From an optimization exercise on the open Yosys and OpenROAD flow, aimed at small area; shortcuts taken in it are not production practice.
In this exercise RTL edits were held to simulation tests only and were not proved equivalent to the original.
Power is estimated from default activity; no workload was simulated.

quartz:
// breadboard
module breadboard(input logic clk, input logic reset, input logic [31:0] A, input logic [31:0] B,
                  input logic [3:0] opcode, output logic [31:0] C, output logic ERR_out);
Settings: LEC_CHECK=0, CAP_MARGIN=20, CORE_MARGIN=2, CORE_UTILIZATION=40, SLEW_MARGIN=20, SYNTH_HIERARCHICAL=1; clock period 150.0 ns.
standard.sh (not shown) runs the stock make flow with config.mk's settings and CLKGATE_MAP_FILE= SYNTH_SCRIPT=/design/flow/synth_recipe.tcl, a recipe that flattens the netlist after the stock synthesis.
==> flow/flow/run.sh <==
#!/bin/bash
export SKIP_PIN_SWAP=1
export SKIP_GATE_CLONING=1
export BUFFER_PORTS_ARGS="-buffer_cell sky130_fd_sc_hd__buf_1"
export SETUP_SLACK_MARGIN=-5
bash standard.sh > standard.log 2>&1
quartz went all the way through the flow, and no timing, DRC or antenna check failed.
For lagoon, these inputs were changed with respect to quartz:
# quartz
export LEC_CHECK = 0
export CAP_MARGIN = 20
export CORE_MARGIN = 2
export CORE_UTILIZATION = 40
export SLEW_MARGIN = 20
export SYNTH_HIERARCHICAL = 1
create_clock -name core_clock -period 150.0 [get_ports {clk}]
# lagoon
export LEC_CHECK = 0
export CAP_MARGIN = 5
export CORE_MARGIN = 2
export CORE_UTILIZATION = 40
export SLEW_MARGIN = 5
export SYNTH_HIERARCHICAL = 1
create_clock -name core_clock -period 150.0 [get_ports {clk}]
==> flow/flow/run.sh <==
#!/bin/bash
export SKIP_PIN_SWAP=1
export SKIP_GATE_CLONING=1
export BUFFER_PORTS_ARGS="-buffer_cell sky130_fd_sc_hd__buf_1"
export SETUP_SLACK_MARGIN=-6
bash standard.sh > standard.log 2>&1
- There was hardly any difference in total power between quartz and lagoon.
- Compared with quartz, in lagoon utilization dropped 0.19 points, sequential share of layout area barely changed.
- lagoon ended with every stage complete and zero timing, DRC or antenna violations.
- Relative to quartz, largest vdd supply drop increased by about 0.32% in lagoon.
- | minimum period implied by the final worst setup slack | lagoon vs quartz | 0.84 ns higher |
Here is what was changed in the inputs of raven compared with lagoon.
# lagoon
export LEC_CHECK = 0
export CAP_MARGIN = 5
export CORE_MARGIN = 2
export CORE_UTILIZATION = 40
export SLEW_MARGIN = 5
export SYNTH_HIERARCHICAL = 1
create_clock -name core_clock -period 150.0 [get_ports {clk}]
# raven
export LEC_CHECK = 0
export CAP_MARGIN = 5
export CORE_MARGIN = 2
export CORE_UTILIZATION = 50
export CTS_BUF_LIST = sky130_fd_sc_hd__clkbuf_8
export SLEW_MARGIN = 5
export SYNTH_HIERARCHICAL = 1
create_clock -name core_clock -period 150.0 [get_ports {clk}]
### Flow results
In raven the number of standard cells in the final layout excluding fillers turned out 151 lower than in lagoon. For the final worst slack, raven came in 0.84 ns lower than lagoon did. raven ends up with a starting DRC count in detailed routing that is 310 higher than in lagoon. Est. power | raven vs lagoon | raven higher. raven against lagoon: post-route cell area now sits at about the same level, leakage power of the design now larger, clock network area share stayed essentially flat. Comparing raven and lagoon, the higher worst relative slew slack was measured on lagoon. Flip-flop and latch count came out exactly the same in raven and lagoon. lagoon and raven ended up with roughly the same sequential share of layout area.

breadboard again, from the RTL that the note above started with.
Settings: LEC_CHECK=0, CAP_MARGIN=20, CORE_MARGIN=2, CORE_UTILIZATION=40, CTS_BUF_LIST=sky130_fd_sc_hd__clkbuf_8, SLEW_MARGIN=20, SYNTH_HIERARCHICAL=1; clock period 150.0 ns.
==> flow/flow/run.sh <==
#!/bin/bash
export SKIP_PIN_SWAP=1
export SKIP_GATE_CLONING=1
export BUFFER_PORTS_ARGS="-buffer_cell sky130_fd_sc_hd__buf_1"
export SETUP_SLACK_MARGIN=-6
bash standard.sh > standard.log 2>&1
==> next run, changes <==
CAP_MARGIN = 5   (was 20)
SLEW_MARGIN = 5   (was 20)
Global-route usage does not change.
Count of clock-buffer cells in the layout is unchanged.
Worst setup slack does not change.
Via count does not change.
Sequential share of layout area stays the same.
Maximum frequency stays the same.
Cell area stays the same.
Hold slack does not change.
Die area does not change.
Area after synthesis does not change.
==> next run, changes <==
--- a/flow/flow/run.sh
+++ b/flow/flow/run.sh
@@ -5 +5 @@
-export SETUP_SLACK_MARGIN=-6
+export SETUP_SLACK_MARGIN=-8
CAP_MARGIN = 20   (was 5)
SLEW_MARGIN = 20   (was 5)
Result:
- routed wire length fell by 0.53%
- setup slack got worse by 1.3 ns
- power fell by 0.34%
- maximum frequency fell by 0.90%
- worst hold slack improved by 0.0063 ns
- clock-buffer cell count is unchanged
- clock skew is about the same
- combinational power hardly moves

==> port drivers added, routing unchanged <==
In the flow no input, the clock included, has a driving cell. The finished layouts below were timed again as built, in two steps. Step 1 assumes that a clkbuf_16 drives the clock port and a buf_2 every other input. Step 2 moves the port delays by t, midway between the first and last clock arrival at a register: inputs arrive t later, outputs are due t later. That takes back most of the time a late clock gives input paths. Three values: ideal ports, drivers, drivers and shift; two values: the first two.
run | t (ns) | setup WS [ns] | worst hold slack (ns) | worst setup path at the end
quartz | 0.331 | 7.990 / 8.014 / 7.683 | 0.999 / 0.999 / 0.999 | input to register
lagoon | 0.331 | 7.152 / 7.174 / 6.844 | 1.000 / 1.000 / 1.000 | input to register
raven | 0.344 | 6.309 / 6.326 / 5.983 | 1.062 / 1.062 / 1.062 | input to register
the first run of note 2 | 0.338 | 6.997 / 7.017 / 6.679 | 1.005 / 1.005 / 1.005 | input to register
the second run of note 2 | 0.338 | 6.997 / 7.017 / 6.679 | 1.005 / 1.005 / 1.005 | input to register
the third run of note 2 | 0.339 | 5.701 / 5.721 / 5.382 | 1.011 / 1.011 / 1.011 | input to register
After both steps every run listed still meets setup and hold. The setup slack of raven, which loses most, moves by +0.017 ns with the drivers and by -0.326 ns with both steps.
